This design comes from an exercise in tuning for small area on the open sky130 flow, not from production work. Only simulation tests tie the RTL to the original design; equivalence was not proved. The clock port is modelled as an ideal driver; clocking choices that lean on that would not hold on a real chip. Power figures rest on the tool's default switching activity, not on a simulated workload.

`flow/design.v`:
```
module Projeto_lcd
(
	clk,	reset, enter, cima, esquerda, switch1,
	enable, rs, rw,
	data, on
);
	input clk, enter, reset, cima, esquerda, switch1;
	output reg enable, rs, on;
	output rw;
	output reg [7:0] data;
	assign rw = 1'b0;
	wire up = ~cima & ~switch1;
	wire dn = ~cima &  switch1;
	wire rt = ~esquerda &  switch1;
	wire lf = ~esquerda & ~switch1;
	wire key = ~cima | ~esquerda;
	reg [2:0] dv;
	reg [2:0] rc;
	wire tick = ~rc[0] & dv[2] & ~dv[1];
	always @(posedge clk or negedge reset)
		if (!reset) dv <= 3'd0;
		else dv <= {dv[1:0], ~(dv[1] | dv[2])};
	localparam RST0 = 7'd0;
	localparam PWR = 7'd1;
	localparam M1_S = 7'd104;
	localparam M1_DN = 7'd33;
	localparam M_EN = 7'd63;
	localparam M2A_S = 7'd105;
	localparam M2B_S = 7'd106;
	localparam M2_UPA = 7'd107;
	localparam M2_UPB = 7'd55;
	localparam M2_DN = 7'd59;
	localparam HOLD = 7'd108;
	localparam POS_S = 7'd109;
	localparam POS_UP = 7'd112;
	localparam POS_DN = 7'd114;
	localparam POS_RT = 7'd110;
	localparam POS_LF = 7'd111;
	localparam POS_EN = 7'd89;
	localparam INCX = 7'd113;
	localparam DECX = 7'd115;
	localparam A_FIRST = 7'd2;
	localparam A_LAST = 7'd32;
	localparam B_FIRST = 7'd34;
	localparam B_LAST = 7'd54;
	localparam U_FIRST = 7'd56;
	localparam U_LAST = 7'd58;
	localparam V_FIRST = 7'd60;
	localparam V_LAST = 7'd62;
	localparam C_FIRST = 7'd64;
	localparam C_LAST = 7'd88;
	localparam D_FIRST = 7'd90;
	localparam D_LAST = 7'd103;
	localparam A_CLEAR = 7'd7;
	reg [6:0] st;    
	reg P;           
	reg [2:0] j;     
	reg [3:0] cur;   
	wire editing = (st == POS_S) | (st == POS_UP) | (st == POS_DN) | (st == POS_RT) | (st == POS_LF) | (st == POS_EN) | (st == INCX) | (st == DECX);
	wire wr = (st == INCX) | (st == DECX);
	wire [2:0] jn = (st == POS_RT) ? j + 3'd1 : (st == POS_LF) ? j - 3'd1 : j;
	wire [3:0] inc = ((cur == 4'd9) | ((j == 3'd0) & cur[0])) ? 4'd0 : cur + 4'd1;
	wire [3:0] dec = (cur == 4'd0) ? 4'd9 : cur - 4'd1;
	reg [31:0] ring;
	wire hit = (rc == j);
	wire [3:0] hin = ~editing ? {3'b000, rc == 3'd7} : (hit & wr) ? cur : ring[3:0];
	always @(posedge clk)
		ring <= {hin, ring[31:4]};
	always @(posedge clk or negedge reset)
		if (!reset) rc <= 3'd0;
		else rc <= rc + 3'd1;
	reg [6:0] nx;
	reg np;
	always @* begin
		nx = st + 7'd1;
		np = 1'b1;
		case (st)
		M1_S, A_LAST: if (dn) nx = M1_DN; else if (!enter) nx = M_EN; else begin nx = M1_S; np = 1'b0; end
		M2A_S, B_LAST, U_LAST: if (up) nx = M2_UPA; else if (dn) nx = M2_DN; else if (!enter) nx = M_EN; else begin nx = M2A_S; np = 1'b0; end
		M2B_S, V_LAST: if (up) nx = M2_UPB; else if (dn) nx = M2_DN; else if (!enter) nx = M_EN; else begin nx = M2B_S; np = 1'b0; end
		POS_S, POS_RT, POS_LF, INCX, DECX, C_LAST: if (rt & (jn == 3'd0)) nx = POS_RT; else if (up | (dn & (jn == 3'd0))) nx = POS_UP; else if (dn) nx = POS_DN; else if (rt) nx = POS_RT; else if (lf) nx = POS_LF; else if (!enter) nx = POS_EN; else begin nx = POS_S; np = 1'b0; end
		HOLD, D_LAST: begin nx = HOLD; np = 1'b0; end
		M2_UPA: nx = A_CLEAR;
		default: ;
		endcase
	end
	always @(posedge clk or negedge reset)
		if (!reset) begin
			st <= RST0; P <= 1'b0;
		end else if (tick) begin
			if (P) begin
				if (!key) P <= 1'b0;
			end else begin
				st <= nx; P <= np;
			end
		end
	always @(posedge clk) begin
		if (~editing) j <= 3'd0;
		else if (tick & ~P) j <= jn;
		if (tick & ~P & (st == POS_UP)) cur <= inc;
		else if (tick & ~P & (st == POS_DN)) cur <= dec;
		else if (hit & ~wr) cur <= ring[3:0];
	end
	always @* begin
		on = ~((st == RST0) | ((st == PWR) & P));
		enable = (P & (st != PWR) & (st != 7'd84)) | (st == M1_S) | (st == M2A_S) | (st == M2B_S) | (st == POS_S) | (st == HOLD);
		rs = 1'b0; data = 8'h80;
		case (st)
		RST0, PWR: data = 8'h00;
		M2_UPB: data = 8'hC0;
		POS_S, POS_UP, POS_DN, POS_RT, POS_LF, POS_EN: data = {5'b11000, j};
		INCX, DECX: begin rs = 1'b1; data = {4'h3, cur}; end
		7'd2: begin rs = 1'b0; data = 8'h38; end
		7'd3: begin rs = 1'b0; data = 8'h38; end
		7'd4: begin rs = 1'b0; data = 8'h38; end
		7'd5: begin rs = 1'b0; data = 8'h38; end
		7'd6: begin rs = 1'b0; data = 8'h08; end
		7'd7: begin rs = 1'b0; data = 8'h01; end
		7'd8: begin rs = 1'b0; data = 8'h0C; end
		7'd9: begin rs = 1'b0; data = 8'h06; end
		7'd10: begin rs = 1'b1; data = 8'h54; end
		7'd11: begin rs = 1'b1; data = 8'h69; end
		7'd12: begin rs = 1'b1; data = 8'h70; end
		7'd13: begin rs = 1'b1; data = 8'h6F; end
		7'd14: begin rs = 1'b1; data = 8'h20; end
		7'd15: begin rs = 1'b1; data = 8'h64; end
		7'd16: begin rs = 1'b1; data = 8'h65; end
		7'd17: begin rs = 1'b1; data = 8'h20; end
		7'd18: begin rs = 1'b1; data = 8'h6F; end
		7'd19: begin rs = 1'b1; data = 8'h6E; end
		7'd20: begin rs = 1'b1; data = 8'h64; end
		7'd21: begin rs = 1'b1; data = 8'h61; end
		7'd22: begin rs = 1'b1; data = 8'h3A; end
		7'd23: begin rs = 1'b0; data = 8'hC0; end
		7'd24: begin rs = 1'b1; data = 8'h3E; end
		7'd25: begin rs = 1'b1; data = 8'h51; end
		7'd26: begin rs = 1'b1; data = 8'h75; end
		7'd27: begin rs = 1'b1; data = 8'h61; end
		7'd28: begin rs = 1'b1; data = 8'h64; end
		7'd29: begin rs = 1'b1; data = 8'h72; end
		7'd30: begin rs = 1'b1; data = 8'h61; end
		7'd31: begin rs = 1'b1; data = 8'h64; end
		7'd32: begin rs = 1'b1; data = 8'h61; end
		7'd34: begin rs = 1'b0; data = 8'h01; end
		7'd35: begin rs = 1'b1; data = 8'h3E; end
		7'd36: begin rs = 1'b1; data = 8'h54; end
		7'd37: begin rs = 1'b1; data = 8'h72; end
		7'd38: begin rs = 1'b1; data = 8'h69; end
		7'd39: begin rs = 1'b1; data = 8'h61; end
		7'd40: begin rs = 1'b1; data = 8'h6E; end
		7'd41: begin rs = 1'b1; data = 8'h67; end
		7'd42: begin rs = 1'b1; data = 8'h75; end
		7'd43: begin rs = 1'b1; data = 8'h6C; end
		7'd44: begin rs = 1'b1; data = 8'h61; end
		7'd45: begin rs = 1'b1; data = 8'h72; end
		7'd46: begin rs = 1'b0; data = 8'hC1; end
		7'd47: begin rs = 1'b1; data = 8'h53; end
		7'd48: begin rs = 1'b1; data = 8'h65; end
		7'd49: begin rs = 1'b1; data = 8'h6E; end
		7'd50: begin rs = 1'b1; data = 8'h6F; end
		7'd51: begin rs = 1'b1; data = 8'h69; end
		7'd52: begin rs = 1'b1; data = 8'h64; end
		7'd53: begin rs = 1'b1; data = 8'h61; end
		7'd54: begin rs = 1'b1; data = 8'h6C; end
		7'd56: begin rs = 1'b1; data = 8'h20; end
		7'd57: begin rs = 1'b0; data = 8'h80; end
		7'd58: begin rs = 1'b1; data = 8'h3E; end
		7'd60: begin rs = 1'b1; data = 8'h20; end
		7'd61: begin rs = 1'b0; data = 8'hC0; end
		7'd62: begin rs = 1'b1; data = 8'h3E; end
		7'd64: begin rs = 1'b0; data = 8'h01; end
		7'd65: begin rs = 1'b1; data = 8'h46; end
		7'd66: begin rs = 1'b1; data = 8'h72; end
		7'd67: begin rs = 1'b1; data = 8'h65; end
		7'd68: begin rs = 1'b1; data = 8'h71; end
		7'd69: begin rs = 1'b1; data = 8'h75; end
		7'd70: begin rs = 1'b1; data = 8'h65; end
		7'd71: begin rs = 1'b1; data = 8'h6E; end
		7'd72: begin rs = 1'b1; data = 8'h63; end
		7'd73: begin rs = 1'b1; data = 8'h69; end
		7'd74: begin rs = 1'b1; data = 8'h61; end
		7'd75: begin rs = 1'b1; data = 8'h3A; end
		7'd76: begin rs = 1'b0; data = 8'hC0; end
		7'd77: begin rs = 1'b1; data = 8'h30; end
		7'd78: begin rs = 1'b1; data = 8'h30; end
		7'd79: begin rs = 1'b1; data = 8'h30; end
		7'd80: begin rs = 1'b1; data = 8'h30; end
		7'd81: begin rs = 1'b1; data = 8'h30; end
		7'd82: begin rs = 1'b1; data = 8'h30; end
		7'd83: begin rs = 1'b1; data = 8'h30; end
		7'd84: begin rs = 1'b1; data = 8'h30; end
		7'd85: begin rs = 1'b1; data = 8'h31; end
		7'd86: begin rs = 1'b1; data = 8'h20; end
		7'd87: begin rs = 1'b1; data = 8'h48; end
		7'd88: begin rs = 1'b1; data = 8'h7A; end
		7'd90: begin rs = 1'b0; data = 8'h01; end
		7'd91: begin rs = 1'b1; data = 8'h45; end
		7'd92: begin rs = 1'b1; data = 8'h78; end
		7'd93: begin rs = 1'b1; data = 8'h65; end
		7'd94: begin rs = 1'b1; data = 8'h63; end
		7'd95: begin rs = 1'b1; data = 8'h75; end
		7'd96: begin rs = 1'b1; data = 8'h74; end
		7'd97: begin rs = 1'b1; data = 8'h61; end
		7'd98: begin rs = 1'b1; data = 8'h6E; end
		7'd99: begin rs = 1'b1; data = 8'h64; end
		7'd100: begin rs = 1'b1; data = 8'h6F; end
		7'd101: begin rs = 1'b1; data = 8'h2E; end
		7'd102: begin rs = 1'b1; data = 8'h2E; end
		7'd103: begin rs = 1'b1; data = 8'h2E; end
		default: ;
		endcase
	end
endmodule
```
`flow/flow/run.sh`:
```
#!/bin/bash
# Own layout flow: the standard synthesis, then the combinational logic between the
# standard synthesis's registers re-optimised for area with ABC (registers, their names
# and cell types untouched; the result is checked equivalent with Yosys and the standard
# netlist is kept if the check fails), then the standard ORFS layout steps with smaller
# port buffers and a clock tree without dummy loads.
set -uo pipefail
W=$(pwd)
F=$W/flow
R=$W/orfs/results/sky130hd/Projeto_lcd/base
LIB=$FLOW_HOME/platforms/sky130hd/lib/sky130_fd_sc_hd__tt_025C_1v80.lib
YOSYS=$(command -v yosys || echo $FLOW_HOME/../tools/install/yosys/bin/yosys)

# 1. standard synthesis
bash standard.sh synth > $W/log_1_synth_std.txt 2>&1 || exit 1
cp $R/1_2_yosys.v $W/std_1_2_yosys.v

# 2. re-optimise the combinational logic, with each ABC script in flow/resyn*.abc
KEEP=$(grep -oE 'sky130_fd_sc_hd__(df|edf|sdf|sedf|dl|conb)[a-z0-9_]*' $W/std_1_2_yosys.v | sort -u | tr '\n' ' ')
for S in $F/resyn*.abc; do
  n=$(basename $S .abc)
  cat > $W/$n.ys <<EOY
read_liberty -ignore_miss_func $LIB
read_verilog $W/std_1_2_yosys.v
hierarchy -top Projeto_lcd
setattr -mod -set keep_hierarchy 1 $KEEP
flatten
rename -hide w:*.*
opt -purge
abc -liberty $LIB $(cat $F/dontuse.txt) -script $S
opt_clean -purge
tee -o $W/$n.area.txt stat -liberty $LIB
select Projeto_lcd
write_verilog -noattr -selected $W/$n.v
EOY
  (cd $W && timeout 1200 $YOSYS -l $W/log_2_$n.txt -q $W/$n.ys > /dev/null 2>&1) &
done
wait
# candidates, smallest first
for S in $F/resyn*.abc; do
  n=$(basename $S .abc)
  a=$(grep "Chip area for top" $W/$n.area.txt 2>/dev/null | awk '{print $NF}')
  [[ -n "$a" && -s $W/$n.v ]] && echo "$a $n"
done | sort -g > $W/resyn_candidates.txt
used=none
grep -oE '^\s*sky130_fd_sc_hd__(df|edf|sdf|sedf|dl)[a-z0-9_]* \S+' $W/std_1_2_yosys.v | awk '{print $1,$2}' | sort > $W/regs_std.txt
while read -r a n; do
  cat > $W/equiv_$n.ys <<EOY
read_liberty -ignore_miss_func $LIB
read_verilog $W/std_1_2_yosys.v
rename Projeto_lcd gold
read_verilog $W/$n.v
rename Projeto_lcd gate
hierarchy -check
proc
flatten
async2sync
opt_clean
equiv_make gold gate equiv
hierarchy -top equiv
equiv_simple -seq 2
equiv_induct -seq 2
equiv_status -assert
EOY
  if (cd $W && timeout 1200 $YOSYS -l $W/log_3_equiv_$n.txt -q $W/equiv_$n.ys > /dev/null 2>&1); then
    grep -oE '^\s*sky130_fd_sc_hd__(df|edf|sdf|sedf|dl)[a-z0-9_]* \S+' $W/$n.v | awk '{print $1,$2}' | sort > $W/regs_$n.txt
    if cmp -s $W/regs_std.txt $W/regs_$n.txt; then used=$n; break; fi
  fi
done < $W/resyn_candidates.txt
echo "resynthesis used: $used" > $W/log_resyn_status.txt
if [[ $used != none ]]; then
  cp $W/$used.v $R/1_2_yosys.v
  rm -f $R/1_synth.odb $R/1_synth.sdc
  bash standard.sh synth > $W/log_4_synth_odb.txt 2>&1 || exit 1
fi

# 3. layout
export BUFFER_PORTS_ARGS="-buffer_cell sky130_fd_sc_hd__buf_1"
export CTS_ARGS="-sink_clustering_enable -repair_clock_nets -dont_use_dummy_load"
bash standard.sh > $W/log_5_layout.txt 2>&1 || exit 1
```
`flow/flow/dontuse.txt`:
```
-dont_use sky130_fd_sc_hd__lpflow_bleeder_1 -dont_use sky130_fd_sc_hd__lpflow_clkbufkapwr_1 -dont_use sky130_fd_sc_hd__lpflow_clkbufkapwr_16 -dont_use sky130_fd_sc_hd__lpflow_clkbufkapwr_2 -dont_use sky130_fd_sc_hd__lpflow_clkbufkapwr_4 -dont_use sky130_fd_sc_hd__lpflow_clkbufkapwr_8 -dont_use sky130_fd_sc_hd__lpflow_clkinvkapwr_1 -dont_use sky130_fd_sc_hd__lpflow_clkinvkapwr_16 -dont_use sky130_fd_sc_hd__lpflow_clkinvkapwr_2 -dont_use sky130_fd_sc_hd__lpflow_clkinvkapwr_4 -dont_use sky130_fd_sc_hd__lpflow_clkinvkapwr_8 -dont_use sky130_fd_sc_hd__lpflow_decapkapwr_12 -dont_use sky130_fd_sc_hd__lpflow_decapkapwr_3 -dont_use sky130_fd_sc_hd__lpflow_decapkapwr_4 -dont_use sky130_fd_sc_hd__lpflow_decapkapwr_6 -dont_use sky130_fd_sc_hd__lpflow_decapkapwr_8 -dont_use sky130_fd_sc_hd__lpflow_inputiso0n_1 -dont_use sky130_fd_sc_hd__lpflow_inputiso0p_1 -dont_use sky130_fd_sc_hd__lpflow_inputiso1n_1 -dont_use sky130_fd_sc_hd__lpflow_inputiso1p_1 -dont_use sky130_fd_sc_hd__lpflow_inputisolatch_1 -dont_use sky130_fd_sc_hd__lpflow_isobufsrc_1 -dont_use sky130_fd_sc_hd__lpflow_isobufsrc_16 -dont_use sky130_fd_sc_hd__lpflow_isobufsrc_2 -dont_use sky130_fd_sc_hd__lpflow_isobufsrc_4 -dont_use sky130_fd_sc_hd__lpflow_isobufsrc_8 -dont_use sky130_fd_sc_hd__lpflow_isobufsrckapwr_16 -dont_use sky130_fd_sc_hd__lpflow_lsbuf_lh_hl_isowell_tap_1 -dont_use sky130_fd_sc_hd__lpflow_lsbuf_lh_hl_isowell_tap_2 -dont_use sky130_fd_sc_hd__lpflow_lsbuf_lh_hl_isowell_tap_4 -dont_use sky130_fd_sc_hd__lpflow_lsbuf_lh_isowell_4 -dont_use sky130_fd_sc_hd__lpflow_lsbuf_lh_isowell_tap_1 -dont_use sky130_fd_sc_hd__lpflow_lsbuf_lh_isowell_tap_2 -dont_use sky130_fd_sc_hd__lpflow_lsbuf_lh_isowell_tap_4 -dont_use sky130_fd_sc_hd__probe_p_8 -dont_use sky130_fd_sc_hd__probec_p_8 
```
`flow/flow/resyn1.abc`:
```
strash; &get -n; &deepsyn -T 60; &put; balance -l; resub -K 6 -l; rewrite -l; resub -K 6 -N 2 -l; refactor -l; resub -K 8 -l; balance -l; resub -K 8 -N 2 -l; rewrite -l; resub -K 10 -l; rewrite -z -l; resub -K 10 -N 2 -l; balance -l; resub -K 12 -l; refactor -z -l; resub -K 12 -N 2 -l; rewrite -z -l; balance -l; dch -f; amap; topo
```
`flow/flow/resyn2.abc`:
```
strash; &get -n; &deepsyn -T 60; &put; dch -f; amap; strash; &get -n; &deepsyn -T 60; &put; dch -f; amap; topo
```
`flow/flow/resyn3.abc`:
```
strash; &get -n; &deepsyn -T 120; &put; balance -l; resub -K 6 -l; rewrite -l; resub -K 6 -N 2 -l; refactor -l; resub -K 8 -l; balance -l; resub -K 8 -N 2 -l; rewrite -l; resub -K 10 -l; rewrite -z -l; resub -K 10 -N 2 -l; balance -l; resub -K 12 -l; refactor -z -l; resub -K 12 -N 2 -l; rewrite -z -l; balance -l; dch -f; amap; topo
```
`flow/standard.sh`:
```
#!/bin/bash
# synth_recipe.tcl (not shown) runs the flow's synth.tcl, then flattens the netlist and writes it again
# the make line also repeats each setting of config.mk as NAME=value (left out here)
make -C /OpenROAD-flow-scripts/flow DESIGN_CONFIG=/design/flow/config.mk WORK_HOME=/design/flow/orfs CLKGATE_MAP_FILE= SYNTH_SCRIPT=/design/flow/synth_recipe.tcl "${@:-finish}"
```
`flow/config.mk`:
```
export PLATFORM = sky130hd
export DESIGN_NAME = Projeto_lcd
export DESIGN_NICKNAME = Projeto_lcd
export VERILOG_FILES = /design/flow/design.v
export SDC_FILE = /design/flow/constraint.sdc
export NUM_CORES = 4
export LEC_CHECK = 0
export ABC_AREA = 1
export CAP_MARGIN = 20
export CORE_MARGIN = 2
export CORE_UTILIZATION = 40
export SLEW_MARGIN = 20
```
`flow/constraint.sdc`:
```
create_clock -name core_clock -period 10.0 [get_ports {clk}]
set_input_delay 2.0000 -clock core_clock [delete_from_list [all_inputs] [get_ports {clk}]]
set_output_delay 2.0000 -clock core_clock [all_outputs]
set_load 0.01 [all_outputs]
```
==> impl_results.md, run 1 <==
* Max cap viols at 0
* Synth warnings at 1
* Final slew viol count at 0
* Final setup fails at 0
* Post-synth net total at 377
* DR iter-0 viols at 663
* Clock Root Buffer: clkbuf_8
* Worst-margin pin slew at 867 ps
* Peak supply drop at 0.165 mV
* CTS clk-pin slew, worst paths at 90 ps
* N_diodes at 0
* RSZ-0062 raised after global routing: false
* Routability cong. at 1.01
* Most frequent cells in the layout: nor2_1 (78), clkinv_1 (48), dfxtp_1 (35), nand2_1 (30), a21oi_1 (27)
* Vias/cell at 6.38
* Leakage at 0.00106 uW
* Synthesized cell area at 2790 um2
* Final hold vios at 0
* FF/Latch Area at 1170 um2
* Num CTS Buffers at 5
* Period minus WS final at 7980 ps
* Cells after synthesis at 371
* Starting Density at 0.413
* Multi-input logic area at 1440 um2
* Commonest non-fill, non-tap cell in the layout: nor2_1
* Post-CTS Resized at 0
* Post-CTS Setup Repair Bufs at 0
* Pin count of the biggest net entering global routing at 18
* Max Clk Rate at 125 MHz
* Worst path required time at 8000 ps
* Die area at 7650 um2
* Period utilisation layout at 0.798
* GR Util All Layers at 0.264
* Total power at 963 uW
* Area delta synth->final at 8.21%
* Critical path origin: st[0]
* DRC at 0
* Global-route wire length before repair at 15,300 um
* Fin Setup TNS at 0 ps
* HP Class: register to register
* Remaining global-route overflow at 0
* Critical path endpoint category: output pin
* Pre-antenna DRT Iters at 6
* Rel. slew slack at 0.422
* Die height at 87.5 um
* Routed Antenna Nets at 0
* Routed len/inst at 20.6 um
* Latest clock arrival within the worst-skew pair at 310 ps
* Setup clock skew after layout at 25.6 ps
* Reg-to-reg critical path startpoint: st[6]
* Setup crit start kind: register
* Share of layout cells above drive strength 1 at 0.0128
* Nets at 400
* Syn Area/Cell at 7.51 um2
* DIE WIDTH at 87.5 um
* Layout Cells excl Fill at 472
* # IOs at 18
* Worst hold slack at 319 ps
* CTS sink count at 53
* Hold_sp: ring[18]
* Power density over the cells at 319 nW/um2
* Port Buffers at 16
* Post-Place Cells at 467
* Site row count at 30
* Vias in the first global route at 2,872
* CP Max Fanout at 16
* Via count at 3,011
* Post-DP HPWL at 7390 um
* Antenna violations before repair at 0
* Status: no timing/DRC/antenna violations
* Crit path DAT at 5980 ps
* CTS Hold Bufs at 0
* TritonCTS clock tree: built
* Core area at 6760 um2
* CTS max path bufs at 2
* Critical path type: register to output pin
* Layout fillers at 719
* H-tree levels at 2
* DRT Wirelength at 9730 um
-- power breakdown --
part	internal [uW]	leakage, uW	switching, uW
Clock	45.3	0.0000359	60.8
Sequential	278	0.000495	66.6
Combinational	155	0.000527	358
Total	478	0.00106	485
-- worst paths after layout --
check                           end  slack, ps  depth (start not counted)
min in group asynchronous     rc[2]       1700                          1
setup / recovery            data[6]       2020                         19
max in group asynchronous     st[1]       7850                          1
hold / removal             ring[14]        320                          0
hold reg to reg            ring[14]        320                          0
setup reg to reg              st[4]       4420                         21
-- final cells by class --
class / count / share of cell area
clock buffer: 5 / 0.0228
multi-input combinational: 270 / 0.476
inverter: 48 / 0.0597
tap: 80 / 0.0332
sequential: 53 / 0.388
timing repair buffer: 16 / 0.0199
-- flip-flops by register name (all words and copies together), names as in the netlist --
name / flops
ring: 32
j: 3
st: 7
P: 1
rc: 3
dv: 3
cur: 4
-- stage by stage --
| step | worst slack, ps | util | instance area [um2] |
|---|---|---|---|
| floorplan | 3600 | - | 2790 |
| global placement | 2480 | 0.436 | 2950 |
| detailed placement | 2470 | 0.436 | 2950 |
| CTS | 2130 | 0.446 | 3020 |
| global route | 1630 | 0.446 | 3020 |
| finish | 2020 | 0.446 | 3020 |
-- metal layers --
metal,global-route usage,vias to the layer above,share of wire
met5,0,-,0
met4,0.110,0,0.040
met3,0.0474,45,0.074
met2,0.407,182,0.43
met1,0.361,1402,0.46
li1,-,1382,-
-- worst max-delay path, cell delays in order, from the launching register on --
cell and delay [ps]:
dfrtp_1 780, clkinv_1 610, nor2_1 410, clkinv_1 180, o22ai_1 140, nor3_1 110, o311ai_0 680, clkinv_1 210
o221ai_1 150, nor2_1 70, nor2_1 180, nand4_1 130, nor2_1 110, nand2_1 70, or4b_1 540, or3_1 420
o221ai_1 210, nor3_1 90, or4_1 420, buf_1 160
==> inputs of run 2 (changes only) <==
--- a/flow/flow/run.sh
+++ b/flow/flow/run.sh
@@ -3,7 +3,7 @@
 # standard synthesis's registers re-optimised for area with ABC (registers, their names
 # and cell types untouched; the result is checked equivalent with Yosys and the standard
 # netlist is kept if the check fails), then the standard ORFS layout steps with smaller
-# port buffers and a clock tree without dummy loads.
+# port buffers and two clock buffers in place of the clock tree.
 set -uo pipefail
 W=$(pwd)
 F=$W/flow
@@ -77,4 +77,6 @@
 # 3. layout
 export BUFFER_PORTS_ARGS="-buffer_cell sky130_fd_sc_hd__buf_1"
 export CTS_ARGS="-sink_clustering_enable -repair_clock_nets -dont_use_dummy_load"
+# two clock buffers, each at the centre of the registers it drives (flow/pre_cts.tcl)
+export PRE_CTS_TCL=$F/pre_cts.tcl CLK_NBUF=2 CLK_BUF_CELL=sky130_fd_sc_hd__clkbuf_16
 bash standard.sh > $W/log_5_layout.txt 2>&1 || exit 1
==> flow/flow/pre_cts.tcl (new file) <==
# Clock buffering: split the registers into NBUF groups by position (k-means) and drive
# each group from its own buffer placed at the group's centre.
set nbuf $::env(CLK_NBUF)
set cell $::env(CLK_BUF_CELL)
set block [ord::get_db_block]
set dbu [$block getDbUnitsPerMicron]
set pins {}
foreach it [[$block findNet clk] getITerms] {
  set inst [$it getInst]
  set bb [$inst getBBox]
  lappend pins [list [$inst getName] [$it getMTerm] [expr {([$bb xMin] + [$bb xMax]) / 2.0 / $dbu}] [expr {([$bb yMin] + [$bb yMax]) / 2.0 / $dbu}]]
}
set pins [lsort -real -index 2 $pins]
set n [llength $pins]
# initial centres: evenly spaced along x
set cx {}; set cy {}
for {set k 0} {$k < $nbuf} {incr k} {
  set p [lindex $pins [expr {int(($k + 0.5) * $n / $nbuf)}]]
  lappend cx [lindex $p 2]; lappend cy [lindex $p 3]
}
for {set iter 0} {$iter < 20} {incr iter} {
  set sx [lrepeat $nbuf 0.0]; set sy [lrepeat $nbuf 0.0]; set sn [lrepeat $nbuf 0]
  set asg {}
  foreach p $pins {
    set best 0; set bd 1e18
    for {set k 0} {$k < $nbuf} {incr k} {
      set d [expr {abs([lindex $p 2] - [lindex $cx $k]) + abs([lindex $p 3] - [lindex $cy $k])}]
      if {$d < $bd} { set bd $d; set best $k }
    }
    lappend asg $best
    lset sx $best [expr {[lindex $sx $best] + [lindex $p 2]}]
    lset sy $best [expr {[lindex $sy $best] + [lindex $p 3]}]
    lset sn $best [expr {[lindex $sn $best] + 1}]
  }
  for {set k 0} {$k < $nbuf} {incr k} {
    if {[lindex $sn $k] > 0} {
      lset cx $k [expr {[lindex $sx $k] / [lindex $sn $k]}]
      lset cy $k [expr {[lindex $sy $k] / [lindex $sn $k]}]
    }
  }
}
for {set k 0} {$k < $nbuf} {incr k} {
  set loads {}
  set i 0
  foreach p $pins {
    if {[lindex $asg $i] == $k} { lappend loads [get_pins "[lindex $p 0]/CLK"] }
    incr i
  }
  if {[llength $loads] == 0} continue
  puts "clock buffer $k at [lindex $cx $k] [lindex $cy $k] drives [llength $loads] registers"
  insert_buffer -buffer_cell $cell -net clk -load_pins $loads -buffer_name clkbuf_$k -location [list [lindex $cx $k] [lindex $cy $k]]
}
==> flow/flow/resyn0.abc (new file) <==
strash; &get -n; &deepsyn -T 150 -S 0; &put; balance -l; resub -K 6 -l; rewrite -l; resub -K 6 -N 2 -l; refactor -l; resub -K 8 -l; balance -l; resub -K 8 -N 2 -l; rewrite -l; resub -K 10 -l; rewrite -z -l; resub -K 10 -N 2 -l; balance -l; resub -K 12 -l; refactor -z -l; resub -K 12 -N 2 -l; rewrite -z -l; balance -l; dch -f; amap; topo
==> flow/flow/resyn1.abc (replaced) <==
strash; &get -n; &deepsyn -T 150 -S 1; &put; balance -l; resub -K 6 -l; rewrite -l; resub -K 6 -N 2 -l; refactor -l; resub -K 8 -l; balance -l; resub -K 8 -N 2 -l; rewrite -l; resub -K 10 -l; rewrite -z -l; resub -K 10 -N 2 -l; balance -l; resub -K 12 -l; refactor -z -l; resub -K 12 -N 2 -l; rewrite -z -l; balance -l; dch -f; amap; topo
==> flow/flow/resyn2.abc (replaced) <==
strash; &get -n; &deepsyn -T 150 -S 2; &put; balance -l; resub -K 6 -l; rewrite -l; resub -K 6 -N 2 -l; refactor -l; resub -K 8 -l; balance -l; resub -K 8 -N 2 -l; rewrite -l; resub -K 10 -l; rewrite -z -l; resub -K 10 -N 2 -l; balance -l; resub -K 12 -l; refactor -z -l; resub -K 12 -N 2 -l; rewrite -z -l; balance -l; dch -f; amap; topo
==> flow/flow/resyn3.abc (replaced) <==
strash; &get -n; &deepsyn -T 150 -S 3; &put; balance -l; resub -K 6 -l; rewrite -l; resub -K 6 -N 2 -l; refactor -l; resub -K 8 -l; balance -l; resub -K 8 -N 2 -l; rewrite -l; resub -K 10 -l; rewrite -z -l; resub -K 10 -N 2 -l; balance -l; resub -K 12 -l; refactor -z -l; resub -K 12 -N 2 -l; rewrite -z -l; balance -l; dch -f; amap; topo
==> run 2 against run 1 <==
Largest power group unchanged. Critical path type unchanged. Clock power is about 20% lower. Hold slack better by 9.4 ps. Total power is 2.5% lower. Global-route usage is 1.2 points lower.
==> impl_results.md, run 2 <==
* Most flop-heavy register: ring
* Max Clk Rate at 126 MHz
* Period utilisation layout at 0.792
* Via count at 3,001
* Port Buffers at 16
* Post-CTS Setup Repair Bufs at 0
* Final slew viol count at 0
* Most frequent cells in the layout: nor2_1 (78), clkinv_1 (48), dfxtp_1 (35), nand2_1 (30), a21oi_1 (27)
* Antenna violations before repair at 0
* RSZ-0062 raised after global routing: false
* Setup clock skew after layout at 30.4 ps
* Cells after synthesis at 371
* Status: no timing/DRC/antenna violations
* Synth warnings at 1
* DRC at 0
* Leakage at 0.00105 uW
* Final setup fails at 0
* Multi-input logic area at 1440 um2
* Routed Antenna Nets at 0
* Site row count at 30
* Vias in the first global route at 2,821
* Final WS setup at 2080 ps
* Peak supply drop at 0.162 mV
* Synthesized cell area at 2790 um2
* FF/Latch Area at 1170 um2
* GR Util All Layers at 0.252
* CTS Hold Bufs at 0
* Vias/cell at 6.40
* # IOs at 18
* Global-route wire length before repair at 15,100 um
* Final hold vios at 0
* Post-CTS Resized at 0
* Nets at 397
* Critical path endpoint category: output pin
* Area delta synth->final at 7.54%
* Starting Density at 0.413
* Latest clock arrival within the worst-skew pair at 170 ps
* Core area at 6760 um2
* Rel. slew slack at 0.443
* Pin count of the biggest net entering global routing at 35
* Worst path required time at 8000 ps
* Top flop regs: ring: 32 flops, st: 7 flops, cur: 4 flops
* Remaining global-route overflow at 0
* Routed len/inst at 20.4 um
* Commonest non-fill, non-tap cell in the layout: nor2_1
* Worst-margin pin slew at 835 ps
* Layout fillers at 720
* Post-DP HPWL at 7390 um
* DRT Wirelength at 9580 um
* Post-synth net total at 377
* Setup crit start kind: register
* Die area at 7650 um2
* HP Class: register to register
* Share of layout cells above drive strength 1 at 0.00514
* Power density over the cells at 313 nW/um2
* CP Max Fanout at 16
* Crit path DAT at 5920 ps
* Die height at 87.5 um
* Pre-antenna DRT Iters at 6
* CTS clk-pin slew, worst paths at 110 ps
* Routability cong. at 1.01
* Worst R2R Setup Slack at 4420 ps
* DP Worst Slack at 2470 ps
* Largest register FFs at 32
* DR iter-0 viols at 565
* Fin Setup TNS at 0 ps
* Max cap viols at 0
* N_diodes at 0
* Syn Area/Cell at 7.51 um2
* Critical path type: register to output pin
* Period minus WS final at 7920 ps
* DIE WIDTH at 87.5 um
## run 2: power breakdown
group / internal, uW / switching, uW / total, uW
clock: 36.7 / 47.8 / 84.5
combinational: 155 / 356 / 510
sequential: 278 / 66.2 / 344
## run 2: worst paths after layout
check                           cells after the start     start        to
worst max-delay path                               19     st[0]   data[6]
worst min-delay path                                0  ring[30]  ring[26]
worst max register to register                     16     st[0]     st[3]
worst min register to register                      0  ring[30]  ring[26]
max in group asynchronous                           1     reset     st[3]
min in group asynchronous                           1     reset     st[4]
## run 2: cell type report, clock buffers not listed
cell class              instances  area share
multi-input cells             270       0.479
flip-flops and latches         53       0.391
inverters                      48      0.0601
well taps                      80      0.0334
repair buffers                 16      0.0200
## run 2: worst max-delay path: stages (launching register included)
cell and delay, ps:
dfrtp_1 790, clkinv_1 620, nor2_1 430, clkinv_1 190
o22ai_1 150, nor3_1 120, o311ai_0 690, clkinv_1 210
o221ai_1 150, nor2_1 70, nor2_1 180, nand4_1 130
nor2_1 110, nand2_1 70, or4b_1 540, or3_1 420
o221ai_1 210, nor3_1 90, or4_1 430, buf_1 160
## run 2: per-layer routing
layer | wire length, um | global-route usage
met4 | 380 | 0.0783
met5 | 0 | 0
met1 | 4140 | 0.357
met3 | 832 | 0.0227
met2 | 4230 | 0.404
## run 2: per-stage QoR
stage               instances  hold slack [ps]  cell area (um2)   util  total power, uW
floorplan                 371              310             2790      -              658
global placement          467              310             2950  0.436              858
detailed placement        467              312             2950  0.436              841
CTS                       469              312             3000  0.444              913
global route              469              337             3000  0.444              995
finish                    469              329             3000  0.444              939
==> inputs of run 3 (changes only) <==
--- a/flow/flow/run.sh
+++ b/flow/flow/run.sh
@@ -34,6 +34,8 @@
 write_verilog -noattr -selected $W/$n.v
 EOY
   (cd $W && timeout 1200 $YOSYS -l $W/log_2_$n.txt -q $W/$n.ys > /dev/null 2>&1) &
+  # at most NUM_CORES at a time
+  while (( $(jobs -rp | wc -l) >= ${NUM_CORES:-4} )); do sleep 1; done
 done
 wait
 # candidates, smallest first
==> flow/flow/resyn0.abc (replaced) <==
strash; &get -n; &deepsyn -T 300 -S 0; &put; balance -l; resub -K 6 -l; rewrite -l; resub -K 6 -N 2 -l; refactor -l; resub -K 8 -l; balance -l; resub -K 8 -N 2 -l; rewrite -l; resub -K 10 -l; rewrite -z -l; resub -K 10 -N 2 -l; balance -l; resub -K 12 -l; refactor -z -l; resub -K 12 -N 2 -l; rewrite -z -l; balance -l; dch -f; amap; topo
==> flow/flow/resyn1.abc (replaced) <==
strash; &get -n; &deepsyn -T 300 -S 1; &put; balance -l; resub -K 6 -l; rewrite -l; resub -K 6 -N 2 -l; refactor -l; resub -K 8 -l; balance -l; resub -K 8 -N 2 -l; rewrite -l; resub -K 10 -l; rewrite -z -l; resub -K 10 -N 2 -l; balance -l; resub -K 12 -l; refactor -z -l; resub -K 12 -N 2 -l; rewrite -z -l; balance -l; dch -f; amap; topo
==> flow/flow/resyn2.abc (replaced) <==
strash; &get -n; &deepsyn -T 300 -S 2; &put; balance -l; resub -K 6 -l; rewrite -l; resub -K 6 -N 2 -l; refactor -l; resub -K 8 -l; balance -l; resub -K 8 -N 2 -l; rewrite -l; resub -K 10 -l; rewrite -z -l; resub -K 10 -N 2 -l; balance -l; resub -K 12 -l; refactor -z -l; resub -K 12 -N 2 -l; rewrite -z -l; balance -l; dch -f; amap; topo
==> flow/flow/resyn3.abc (replaced) <==
strash; &get -n; &deepsyn -T 300 -S 3; &put; balance -l; resub -K 6 -l; rewrite -l; resub -K 6 -N 2 -l; refactor -l; resub -K 8 -l; balance -l; resub -K 8 -N 2 -l; rewrite -l; resub -K 10 -l; rewrite -z -l; resub -K 10 -N 2 -l; balance -l; resub -K 12 -l; refactor -z -l; resub -K 12 -N 2 -l; rewrite -z -l; balance -l; dch -f; amap; topo
==> flow/flow/resyn4.abc (new file) <==
strash; &get -n; &deepsyn -T 300 -S 4; &put; balance -l; resub -K 6 -l; rewrite -l; resub -K 6 -N 2 -l; refactor -l; resub -K 8 -l; balance -l; resub -K 8 -N 2 -l; rewrite -l; resub -K 10 -l; rewrite -z -l; resub -K 10 -N 2 -l; balance -l; resub -K 12 -l; refactor -z -l; resub -K 12 -N 2 -l; rewrite -z -l; balance -l; dch -f; amap; topo
==> flow/flow/resyn5.abc (new file) <==
strash; &get -n; &deepsyn -T 300 -S 5; &put; balance -l; resub -K 6 -l; rewrite -l; resub -K 6 -N 2 -l; refactor -l; resub -K 8 -l; balance -l; resub -K 8 -N 2 -l; rewrite -l; resub -K 10 -l; rewrite -z -l; resub -K 10 -N 2 -l; balance -l; resub -K 12 -l; refactor -z -l; resub -K 12 -N 2 -l; rewrite -z -l; balance -l; dch -f; amap; topo
==> flow/flow/resyn6.abc (new file) <==
strash; &get -n; &deepsyn -T 300 -S 6; &put; balance -l; resub -K 6 -l; rewrite -l; resub -K 6 -N 2 -l; refactor -l; resub -K 8 -l; balance -l; resub -K 8 -N 2 -l; rewrite -l; resub -K 10 -l; rewrite -z -l; resub -K 10 -N 2 -l; balance -l; resub -K 12 -l; refactor -z -l; resub -K 12 -N 2 -l; rewrite -z -l; balance -l; dch -f; amap; topo
==> flow/flow/resyn7.abc (new file) <==
strash; &get -n; &deepsyn -T 300 -S 7; &put; balance -l; resub -K 6 -l; rewrite -l; resub -K 6 -N 2 -l; refactor -l; resub -K 8 -l; balance -l; resub -K 8 -N 2 -l; rewrite -l; resub -K 10 -l; rewrite -z -l; resub -K 10 -N 2 -l; balance -l; resub -K 12 -l; refactor -z -l; resub -K 12 -N 2 -l; rewrite -z -l; balance -l; dch -f; amap; topo
==> run 3 against run 2 <==
Final area down 1.5%. Clock skew down 14 ps. Die area down 1.5%. Critical endpoint is now data[7]. Largest cell class unchanged.
==> impl_results.md, run 3 <==
* Status: no timing/DRC/antenna violations
* Power density over the cells at 300 nW/um2
* Fin util at 0.439
* Remaining global-route overflow at 0
* Final hold vios at 0
* Area delta synth->final at 7.66%
* Max cap viols at 0
* # IOs at 18
* Commonest non-fill, non-tap cell in the layout: nor2_1
* Reg-to-reg critical path startpoint: st[5]
* Worst R2R Setup Slack at 4270 ps
* CP Max Fanout at 11
* Worst-margin pin slew at 789 ps
* Final slew viol count at 0
* HP Class: register to register
* Cells after synthesis at 365
* Leakage at 0.00106 uW
* Setup crit start kind: register
* Period utilisation layout at 0.888
* Cell mode on critical path: clkinv_1
* CTS Hold Bufs at 0
* Rel. slew slack at 0.469
* CP bufs+invs at 6
* Die area at 7540 um2
* Worst hold slack at 332 ps
* Worst hold stages at 0
* Routability cong. at 1.03
* Synthesized cell area at 2740 um2
* Peak supply drop at 0.0932 mV
* Vias in the first global route at 2,534
* Slowest cell on the critical path: dfrtp_1
* Latest clock arrival within the worst-skew pair at 160 ps
* Largest register FFs at 32
* Port Buffers at 16
* DR iter-0 viols at 474
* DRC at 0
* Post-CTS Setup Repair Bufs at 0
* CP top delay family: compound AO/OA/AOI/OAI gates
* Site row count at 30
* Period minus WS final at 8880 ps
* Critical path type: register to output pin
* Syn Area/Cell at 7.51 um2
* CTS clk-pin slew, worst paths at 100 ps
* Fin Setup TNS at 0 ps
* Antenna violations before repair at 0
* R2R depth at 23
* Starting Density at 0.408
* Die height at 86.8 um
* Max Clk Rate at 113 MHz
* Post-CTS Resized at 0
* Most flop-heavy register: ring
* Nets at 391
* Via count at 2,871
* FF-to-FF End: ring[28]
* Post-synth net total at 371
* Core area at 6720 um2
* N_diodes at 0
* Crit path DAT at 6880 ps
* Final setup fails at 0
* Worst path required time at 8000 ps
* Hold_sp: ring[26]
* Hold path endpoint: ring[22]
* Pre-antenna DRT Iters at 5
* Synth warnings at 1
* Setup clock skew after layout at 16.5 ps
* Most frequent cells in the layout: nor2_1 (89), clkinv_1 (47), dfxtp_1 (35), o21ai_0 (28)
* Share of layout cells above drive strength 1 at 0.00522
* DRT Wirelength at 8670 um
* Vias/cell at 6.20
* RSZ-0062 raised after global routing: false
* Top flop regs: ring: 32 flops, st: 7 flops, cur: 4 flops
* Pin count of the biggest net entering global routing at 31
* Global-route wire length before repair at 13,400 um
* DIE WIDTH at 86.8 um
* Post-DP HPWL at 6700 um
* Routed Antenna Nets at 0
* Largest stage delay, worst path at 620 ps
* Routed len/inst at 18.7 um
* Critical path endpoint category: output pin
* GR Util All Layers at 0.224
* Critical path origin: st[5]
## run 3: layout make-up, clock buffers not listed
cell class              instances  area (um2)
well taps                      80         100
fillers                       712        3770
inverters                      47         176
multi-input cells             265        1400
repair buffers                 16        60.1
flip-flops and latches         53        1170
## run 3: worst max path at each step
stage	to	depth (start not counted)
CTS	data[7]	27
detailed placement	data[7]	27
finish	data[7]	27
global placement	data[2]	26
global route	data[7]	27
floorplan	data[2]	25
## run 3: stage by stage
step / cell area (um2) / instances / worst slack, ps / total power (uW)
global placement: 2900 / 461 / 1650 / 802
global route: 2950 / 463 / 557 / 946
CTS: 2950 / 463 / 1510 / 860
detailed placement: 2900 / 461 / 1510 / 789
floorplan: 2740 / 365 / 2780 / 623
finish: 2950 / 463 / 1120 / 885
## run 3: worst register-to-register path: stages (launching register included)
cell,delay [ps]
dfrtp_1,620
clkinv_1,470
nand2_1,220
nor3_1,90
o21ai_0,350
clkinv_1,180
o211ai_1,350
clkinv_1,240
nor2_1,240
clkinv_1,160
a211o_1,310
or3_1,400
o22a_1,220
nor4_1,280
clkinv_1,160
nand3_1,150
o21bai_1,160
or3b_1,170
a21oi_1,60
clkinv_1,190
nor2_1,100
clkinv_1,80
nor2_1,40
a221oi_1,350
## run 3: report_power, final
group          switching (uW)  internal, uW
Combinational             352           156
Sequential               45.2           248
Clock                    47.1          36.7
Total                     444           441
## run 3: per-layer routing
layer  vias up  global-route usage  wire length (um)
li1       1344                   -                 -
met1      1308               0.331              3600
met2       184               0.356              3830
met3        35              0.0286               957
met4         0              0.0369               279
met5         -                   0                 0
==> inputs of run 4 (changes only) <==
--- a/flow/design.v
+++ b/flow/design.v
@@ -15,8 +15,9 @@
 	wire lf = ~esquerda & ~switch1;
 	wire key = ~cima | ~esquerda;
 	reg [2:0] dv;
-	reg [2:0] rc;
-	wire tick = ~rc[0] & dv[2] & ~dv[1];
+	reg [2:0] rcn;    
+	wire [2:0] rc = ~rcn;
+	wire tick = rcn[0] & dv[2] & ~dv[1];
 	always @(posedge clk or negedge reset)
 		if (!reset) dv <= 3'd0;
 		else dv <= {dv[1:0], ~(dv[1] | dv[2])};
@@ -67,8 +68,8 @@
 	always @(posedge clk)
 		ring <= {hin, ring[31:4]};
 	always @(posedge clk or negedge reset)
-		if (!reset) rc <= 3'd0;
-		else rc <= rc + 3'd1;
+		if (!reset) rcn <= 3'd7;
+		else rcn <= rcn - 3'd1;
 	reg [6:0] nx;
 	reg np;
 	always @* begin
==> run 4 against run 3 <==
Clock skew is 10 ps lower. Global-route usage is 0.31 points higher. Final cell count is 1.7% higher. Routed wire length is 0.78% lower. Via count is 1.2% higher. Synthesized area is 0.55% higher. Critical path depth is 5 lower. Combinational power is 5.1% higher. First-iteration DRC count is 22% lower. Critical endpoint is now enable.
==> impl_results.md, run 4 <==
* Status: no timing/DRC/antenna violations
* N_diodes at 0
* Latest clock arrival within the worst-skew pair at 160 ps
* Die area at 7570 um2
* DR iter-0 viols at 369
* Period utilisation layout at 0.782
* Slowest cell on the critical path: dfrtp_1
* Top flop regs: ring: 32 flops, st: 7 flops, cur: 4 flops
* Pin count of the biggest net entering global routing at 29
* Port Buffers at 16
* Total power at 887 uW
* Cell mode on critical path: nor2_1
* Layout Cells excl Fill at 471
* Final hold vios at 0
* CP top delay family: simple AND/OR/NAND/NOR gates
* Via count at 2,906
* GR Util All Layers at 0.227
* Max Clk Rate at 128 MHz
* Peak supply drop at 0.127 mV
* Worst-margin pin slew at 797 ps
* Die height at 87.0 um
* Post-synth net total at 377
* Largest stage delay, worst path at 550 ps
* Layout fillers at 697
* Post-Place Cells at 469
* DIE WIDTH at 87.0 um
* Routed len/inst at 18.3 um
* Fin Setup TNS at 0 ps
* Hold_sp: ring[25]
* CTS clk-pin slew, worst paths at 100 ps
* CP Max Fanout at 17
* Pre-antenna DRT Iters at 7
* FF/Latch Area at 1170 um2
* Synth warnings at 1
* FF-to-FF End: P
* Vias/cell at 6.17
* Area delta synth->final at 8.17%
* Critical path type: register to output pin
* Rel. slew slack at 0.469
* Final slew viol count at 0
* Worst hold slack at 334 ps
* CP Cell Sequence: clkinv_1 -> nor2_1 -> clkinv_1 -> nor2_1 -> nor2_1 -> o21ai_0 -> nor2_1 -> a211oi_1 -> o211ai_1 -> nor4_1 -> nor4bb_1 -> clkinv_1 -> a21oi_1 -> o21ai_0 -> buf_4 -> o32ai_1 -> buf_4 -> nor2b_1 -> nor3_1 -> a21oi_1 -> a31oi_1 -> buf_1
* Most frequent cells in the layout: nor2_1 (82), clkinv_1 (52), dfxtp_1 (35), o21ai_0 (32), nand2_1 (26)
* Synthesized cell area at 2760 um2
* Cells after synthesis at 371
* R2R depth at 24
* Critical path endpoint category: output pin
* CP bufs+invs at 6
* Most flop-heavy register: ring
* Setup clock skew after layout at 6.12 ps
* Commonest non-fill, non-tap cell in the layout: nor2_1
* Post-CTS Resized at 0
* Global-route wire length before repair at 13,800 um
* Setup crit start kind: register
* RSZ-0062 raised after global routing: false
* Nets at 399
* Share of layout cells above drive strength 1 at 0.0179
* Fin util at 0.444
* Worst R2R Setup Slack at 3580 ps
* Vias in the first global route at 2,789
* Worst hold stages at 0
* Antenna violations before repair at 0
* Remaining global-route overflow at 0
* Crit path DAT at 5820 ps
* Hold path endpoint: ring[21]
* Final setup fails at 0
* Site row count at 30
* Post-DP HPWL at 6750 um
* Routability cong. at 0.994
* Max cap viols at 0
* CTS Hold Bufs at 0
* Worst path required time at 8000 ps
* Multi-input logic area at 1390 um2
* HP Class: register to register
* DRC at 0
* Routed Antenna Nets at 0
* Starting Density at 0.410
* DRT Wirelength at 8600 um
* Largest register FFs at 32
* Post-CTS Setup Repair Bufs at 0
* Core area at 6720 um2
* Reg-to-reg critical path startpoint: st[0]
* Leakage at 0.00105 uW
* Syn Area/Cell at 7.43 um2
* Period minus WS final at 7820 ps
* Power density over the cells at 297 nW/um2
* # IOs at 18
[run 4: area by class of cell, clock buffers not listed]
type / instances / share of cell area
sequential: 53 / 0.394
multi-input combinational: 266 / 0.465
inverter: 52 / 0.0654
tap: 80 / 0.0336
timing repair buffer: 18 / 0.0252
[run 4: routing by layer]
metal,share of wire,routed length (um),vias up,global-route usage
met5,0,0,-,0
met4,0.054,468,0,0.115
met3,0.081,693,45,0.0313
met2,0.46,3960,170,0.380
met1,0.40,3480,1328,0.286
li1,-,-,1363,-
[run 4: worst reg2reg max path, stage by stage, from the launching register on]
cell      delay, ps
dfrtp_1         550
clkinv_1        540
nor2_1          360
clkinv_1        170
nor2_1          210
nor2_1           80
o21ai_0         230
nor2_1           80
a211oi_1        450
o211ai_1        240
nor4_1          530
nor4bb_1        460
clkinv_1        150
a21oi_1         190
o21ai_0         120
buf_4           200
o32ai_1         260
buf_4           210
nor2b_1         100
or3_1           340
nor2_1          210
nor3_1          110
o22a_1          210
nor3_1          210
o21ai_0         120
[run 4: worst max path at each step]
stage,start,to,slack [ps],cells after the start
final,st[0],enable,2180,22
after global routing,st[0],enable,1520,22
after CTS,st[0],enable,2480,22
after detailed placement,st[0],enable,2510,22
after global placement,st[0],enable,2460,22
after floorplan,st[0],enable,3300,19
[run 4: per-stage QoR]
stage	setup slack [ps]	cell area [um2]
finish	2180	2980
global route	1520	2980
detailed placement	2510	2930
floorplan	3300	2760
CTS	2480	2980
global placement	2460	2930
[run 4: where the power goes]
group          leakage [uW]  internal (uW)  switching, uW
clock network     0.0000246           36.8           49.3
logic              0.000547            162            372
registers          0.000474            229           38.0
total               0.00105            427            459
==> inputs of run 5 (changes only) <==
--- a/flow/design.v
+++ b/flow/design.v
@@ -15,9 +15,8 @@
 	wire lf = ~esquerda & ~switch1;
 	wire key = ~cima | ~esquerda;
 	reg [2:0] dv;
-	reg [2:0] rcn;    
-	wire [2:0] rc = ~rcn;
-	wire tick = rcn[0] & dv[2] & ~dv[1];
+	reg [2:0] rc;
+	wire tick = ~rc[0] & dv[2] & ~dv[1];
 	always @(posedge clk or negedge reset)
 		if (!reset) dv <= 3'd0;
 		else dv <= {dv[1:0], ~(dv[1] | dv[2])};
@@ -68,8 +67,8 @@
 	always @(posedge clk)
 		ring <= {hin, ring[31:4]};
 	always @(posedge clk or negedge reset)
-		if (!reset) rcn <= 3'd7;
-		else rcn <= rcn - 3'd1;
+		if (!reset) rc <= 3'd0;
+		else rc <= rc + 3'd1;
 	reg [6:0] nx;
 	reg np;
 	always @* begin
==> flow/flow/resyn00.abc (new file) <==
strash; &get -n; &deepsyn -T 300 -S 0; &put; balance -l; resub -K 6 -l; rewrite -l; resub -K 6 -N 2 -l; refactor -l; resub -K 8 -l; balance -l; resub -K 8 -N 2 -l; rewrite -l; resub -K 10 -l; rewrite -z -l; resub -K 10 -N 2 -l; balance -l; resub -K 12 -l; refactor -z -l; resub -K 12 -N 2 -l; rewrite -z -l; balance -l; dch -f; amap; topo
==> flow/flow/resyn01.abc (new file) <==
strash; &get -n; &deepsyn -T 300 -S 1; &put; balance -l; resub -K 6 -l; rewrite -l; resub -K 6 -N 2 -l; refactor -l; resub -K 8 -l; balance -l; resub -K 8 -N 2 -l; rewrite -l; resub -K 10 -l; rewrite -z -l; resub -K 10 -N 2 -l; balance -l; resub -K 12 -l; refactor -z -l; resub -K 12 -N 2 -l; rewrite -z -l; balance -l; dch -f; amap; topo
==> flow/flow/resyn02.abc (new file) <==
strash; &get -n; &deepsyn -T 300 -S 2; &put; balance -l; resub -K 6 -l; rewrite -l; resub -K 6 -N 2 -l; refactor -l; resub -K 8 -l; balance -l; resub -K 8 -N 2 -l; rewrite -l; resub -K 10 -l; rewrite -z -l; resub -K 10 -N 2 -l; balance -l; resub -K 12 -l; refactor -z -l; resub -K 12 -N 2 -l; rewrite -z -l; balance -l; dch -f; amap; topo
==> flow/flow/resyn03.abc (new file) <==
strash; &get -n; &deepsyn -T 300 -S 3; &put; balance -l; resub -K 6 -l; rewrite -l; resub -K 6 -N 2 -l; refactor -l; resub -K 8 -l; balance -l; resub -K 8 -N 2 -l; rewrite -l; resub -K 10 -l; rewrite -z -l; resub -K 10 -N 2 -l; balance -l; resub -K 12 -l; refactor -z -l; resub -K 12 -N 2 -l; rewrite -z -l; balance -l; dch -f; amap; topo
==> flow/flow/resyn04.abc (new file) <==
strash; &get -n; &deepsyn -T 300 -S 4; &put; balance -l; resub -K 6 -l; rewrite -l; resub -K 6 -N 2 -l; refactor -l; resub -K 8 -l; balance -l; resub -K 8 -N 2 -l; rewrite -l; resub -K 10 -l; rewrite -z -l; resub -K 10 -N 2 -l; balance -l; resub -K 12 -l; refactor -z -l; resub -K 12 -N 2 -l; rewrite -z -l; balance -l; dch -f; amap; topo
==> flow/flow/resyn05.abc (new file) <==
strash; &get -n; &deepsyn -T 300 -S 5; &put; balance -l; resub -K 6 -l; rewrite -l; resub -K 6 -N 2 -l; refactor -l; resub -K 8 -l; balance -l; resub -K 8 -N 2 -l; rewrite -l; resub -K 10 -l; rewrite -z -l; resub -K 10 -N 2 -l; balance -l; resub -K 12 -l; refactor -z -l; resub -K 12 -N 2 -l; rewrite -z -l; balance -l; dch -f; amap; topo
==> flow/flow/resyn06.abc (new file) <==
strash; &get -n; &deepsyn -T 300 -S 6; &put; balance -l; resub -K 6 -l; rewrite -l; resub -K 6 -N 2 -l; refactor -l; resub -K 8 -l; balance -l; resub -K 8 -N 2 -l; rewrite -l; resub -K 10 -l; rewrite -z -l; resub -K 10 -N 2 -l; balance -l; resub -K 12 -l; refactor -z -l; resub -K 12 -N 2 -l; rewrite -z -l; balance -l; dch -f; amap; topo
==> flow/flow/resyn07.abc (new file) <==
strash; &get -n; &deepsyn -T 300 -S 7; &put; balance -l; resub -K 6 -l; rewrite -l; resub -K 6 -N 2 -l; refactor -l; resub -K 8 -l; balance -l; resub -K 8 -N 2 -l; rewrite -l; resub -K 10 -l; rewrite -z -l; resub -K 10 -N 2 -l; balance -l; resub -K 12 -l; refactor -z -l; resub -K 12 -N 2 -l; rewrite -z -l; balance -l; dch -f; amap; topo
==> flow/flow/resyn08.abc (new file) <==
strash; &get -n; &deepsyn -T 300 -S 8; &put; balance -l; resub -K 6 -l; rewrite -l; resub -K 6 -N 2 -l; refactor -l; resub -K 8 -l; balance -l; resub -K 8 -N 2 -l; rewrite -l; resub -K 10 -l; rewrite -z -l; resub -K 10 -N 2 -l; balance -l; resub -K 12 -l; refactor -z -l; resub -K 12 -N 2 -l; rewrite -z -l; balance -l; dch -f; amap; topo
==> flow/flow/resyn09.abc (new file) <==
strash; &get -n; &deepsyn -T 300 -S 9; &put; balance -l; resub -K 6 -l; rewrite -l; resub -K 6 -N 2 -l; refactor -l; resub -K 8 -l; balance -l; resub -K 8 -N 2 -l; rewrite -l; resub -K 10 -l; rewrite -z -l; resub -K 10 -N 2 -l; balance -l; resub -K 12 -l; refactor -z -l; resub -K 12 -N 2 -l; rewrite -z -l; balance -l; dch -f; amap; topo
==> flow/flow/resyn10.abc (new file) <==
strash; &get -n; &deepsyn -T 300 -S 10; &put; balance -l; resub -K 6 -l; rewrite -l; resub -K 6 -N 2 -l; refactor -l; resub -K 8 -l; balance -l; resub -K 8 -N 2 -l; rewrite -l; resub -K 10 -l; rewrite -z -l; resub -K 10 -N 2 -l; balance -l; resub -K 12 -l; refactor -z -l; resub -K 12 -N 2 -l; rewrite -z -l; balance -l; dch -f; amap; topo
==> flow/flow/resyn11.abc (new file) <==
strash; &get -n; &deepsyn -T 300 -S 11; &put; balance -l; resub -K 6 -l; rewrite -l; resub -K 6 -N 2 -l; refactor -l; resub -K 8 -l; balance -l; resub -K 8 -N 2 -l; rewrite -l; resub -K 10 -l; rewrite -z -l; resub -K 10 -N 2 -l; balance -l; resub -K 12 -l; refactor -z -l; resub -K 12 -N 2 -l; rewrite -z -l; balance -l; dch -f; amap; topo
==> flow/flow/resyn12.abc (new file) <==
strash; &get -n; &deepsyn -T 300 -S 12; &put; balance -l; resub -K 6 -l; rewrite -l; resub -K 6 -N 2 -l; refactor -l; resub -K 8 -l; balance -l; resub -K 8 -N 2 -l; rewrite -l; resub -K 10 -l; rewrite -z -l; resub -K 10 -N 2 -l; balance -l; resub -K 12 -l; refactor -z -l; resub -K 12 -N 2 -l; rewrite -z -l; balance -l; dch -f; amap; topo
==> flow/flow/resyn13.abc (new file) <==
strash; &get -n; &deepsyn -T 300 -S 13; &put; balance -l; resub -K 6 -l; rewrite -l; resub -K 6 -N 2 -l; refactor -l; resub -K 8 -l; balance -l; resub -K 8 -N 2 -l; rewrite -l; resub -K 10 -l; rewrite -z -l; resub -K 10 -N 2 -l; balance -l; resub -K 12 -l; refactor -z -l; resub -K 12 -N 2 -l; rewrite -z -l; balance -l; dch -f; amap; topo
==> flow/flow/resyn14.abc (new file) <==
strash; &get -n; &deepsyn -T 300 -S 14; &put; balance -l; resub -K 6 -l; rewrite -l; resub -K 6 -N 2 -l; refactor -l; resub -K 8 -l; balance -l; resub -K 8 -N 2 -l; rewrite -l; resub -K 10 -l; rewrite -z -l; resub -K 10 -N 2 -l; balance -l; resub -K 12 -l; refactor -z -l; resub -K 12 -N 2 -l; rewrite -z -l; balance -l; dch -f; amap; topo
==> flow/flow/resyn15.abc (new file) <==
strash; &get -n; &deepsyn -T 300 -S 15; &put; balance -l; resub -K 6 -l; rewrite -l; resub -K 6 -N 2 -l; refactor -l; resub -K 8 -l; balance -l; resub -K 8 -N 2 -l; rewrite -l; resub -K 10 -l; rewrite -z -l; resub -K 10 -N 2 -l; balance -l; resub -K 12 -l; refactor -z -l; resub -K 12 -N 2 -l; rewrite -z -l; balance -l; dch -f; amap; topo
removed: flow/flow/resyn0.abc
removed: flow/flow/resyn1.abc
removed: flow/flow/resyn2.abc
removed: flow/flow/resyn3.abc
removed: flow/flow/resyn4.abc
removed: flow/flow/resyn5.abc
removed: flow/flow/resyn6.abc
removed: flow/flow/resyn7.abc
==> run 5 against run 4 <==
Maximum frequency decreased by 12%. Utilization decreased by 0.45 points. Total power decreased by 0.20%. Worst setup slack got worse by 1100 ps. Largest power group unchanged.
==> impl_results.md, run 5 <==
* Status: no timing/DRC/antenna violations
* Rel. slew slack at 0.469
* Commonest non-fill, non-tap cell in the layout: nor2_1
* Setup clock skew after layout at 16.5 ps
* Share of layout cells above drive strength 1 at 0.00522
* Post-Place Cell Area at 2900 um2
* Via count at 2,871
* Crit path DAT at 6880 ps
* Routed len/inst at 18.7 um
* DR iter-0 viols at 474
* DIE WIDTH at 86.8 um
* Final setup fails at 0
* N_diodes at 0
* Largest register FFs at 32
* DRT Wirelength at 8670 um
* Power density over the cells at 300 nW/um2
* Antenna violations before repair at 0
* Remaining global-route overflow at 0
* Site row count at 30
* Nets at 391
* Routability cong. at 1.03
* Cell mode on critical path: clkinv_1
* Post-DP HPWL at 6700 um
* Worst R2R Setup Slack at 4270 ps
* Peak supply drop at 0.0932 mV
* Die area at 7540 um2
* DP Worst Slack at 1510 ps
* Crit path depth at 27
* Final hold vios at 0
* Most flop-heavy register: ring
* Top flop regs: ring: 32 flops, st: 7 flops, cur: 4 flops
* DRC at 0
* Period utilisation layout at 0.888
* Core area at 6720 um2
* Multi-input logic area at 1400 um2
* Area delta synth->final at 7.66%
* GR Util All Layers at 0.224
* CP bufs+invs at 6
* Vias in the first global route at 2,534
* Fin Setup TNS at 0 ps
* Die height at 86.8 um
* Pin count of the biggest net entering global routing at 31
* Max Clk Rate at 113 MHz
* Synthesized cell area at 2740 um2
* Period minus WS final at 8880 ps
* Cells after synthesis at 365
* RSZ-0062 raised after global routing: false
* Slowest cell on the critical path: dfrtp_1
* Post-CTS Setup Repair Bufs at 0
* Largest stage delay, worst path at 620 ps
* Critical path type: register to output pin
* Final slew viol count at 0
* Total power at 885 uW
* Latest clock arrival within the worst-skew pair at 160 ps
* Reg-to-reg critical path startpoint: st[5]
* Synth warnings at 1
* Worst hold slack at 332 ps
* R2R depth at 23
* CP top delay family: compound AO/OA/AOI/OAI gates
* CP Capture Point: data[7]
* Starting Density at 0.408
* FF/Latch Area at 1170 um2
* Most frequent cells in the layout: nor2_1 (89), clkinv_1 (47), dfxtp_1 (35), o21ai_0 (28)
* Port Buffers at 16
* Post-synth net total at 371
* Fin area at 2950 um2
* Post-CTS Resized at 0
* Leakage at 0.00106 uW
* Pre-antenna DRT Iters at 5
* Setup crit start kind: register
* Syn Area/Cell at 7.51 um2
* CTS clk-pin slew, worst paths at 100 ps
* FF-to-FF End: ring[28]
* HP Class: register to register
* CP Max Fanout at 11
* Critical path endpoint category: output pin
* # IOs at 18
* Worst path required time at 8000 ps
* Worst-margin pin slew at 789 ps
* Critical path origin: st[5]
* Layout fillers at 712
* CTS Hold Bufs at 0
* Global-route wire length before repair at 13,400 um
* Vias/cell at 6.20
* Max cap viols at 0
* Final WS setup at 1120 ps
* Routed Antenna Nets at 0
==> run 5: cell type report, clock buffers not listed <==
class                   count  area share
repair buffers             16      0.0203
well taps                  80      0.0339
multi-input cells         265       0.472
flip-flops and latches     53       0.397
inverters                  47      0.0597
==> run 5: stage by stage <==
| step | utilization | instances |
|---|---|---|
| floorplan | - | 365 |
| global placement | 0.432 | 461 |
| detailed placement | 0.432 | 461 |
| CTS | 0.439 | 463 |
| global route | 0.439 | 463 |
| finish | 0.439 | 463 |
==> run 5: report_power, final <==
part	internal [uW]	leakage (uW)	switching, uW
clock network	36.7	0.0000246	47.1
registers	248	0.000496	45.2
logic	156	0.000537	352
==> run 5: how the worst min path moves through the flow <==
| stage | slack, ps | cells after the start | end | startpoint |
|---|---|---|---|---|
| 4_1_cts | 310 | 0 | ring[18] | ring[22] |
| 3_5_place_dp | 310 | 0 | ring[22] | ring[26] |
| 3_3_place_gp | 310 | 0 | ring[18] | ring[22] |
| 6_report | 330 | 0 | ring[22] | ring[26] |
| 2_1_floorplan | 310 | 0 | ring[0] | ring[4] |
| 5_1_grt | 340 | 0 | ring[7] | ring[11] |
==> run 5: metal layers <==
metal / wire length (um) / vias up / global-route usage
met1: 3600 / 1308 / 0.331
met3: 957 / 35 / 0.0286
met2: 3830 / 184 / 0.356
met4: 279 / 0 / 0.0369
li1: - / 1344 / -
met5: 0 / - / 0

-- what the ideal ports hide --
The flow's constraints put no driver on any port. The routed layouts listed below were extracted and timed again, unchanged, in two steps. Step 1: set_driving_cell puts a clkbuf_16 on clk and a buf_2 on each other input, an assumption about the parent block. Step 2 times the ports against the registers' clock, not the clock port: input delays grow and output delays shrink by t, the midpoint of the rising clock arrivals with the driver on. a / b / c = no drivers / after step 1 / after step 2; a / b = the first two.
run	t (ns)	setup slack, ns	hold slack, ns	worst setup path at the end
run 1	0.324	2.018 / 1.989 / 2.312	0.319 / 0.319 / 0.319	register to output
run 2	0.203	2.077 / 2.027 / 2.230	0.329 / 0.329 / 0.329	register to output
run 3	0.198	1.118 / 1.075 / 1.272	0.332 / 0.332 / 0.332	register to output
run 4	0.202	2.183 / 2.136 / 2.337	0.334 / 0.334 / 0.334	register to output
run 5	0.198	1.118 / 1.075 / 1.272	0.332 / 0.332 / 0.332	register to output
After both steps setup and hold are still met in every run listed.
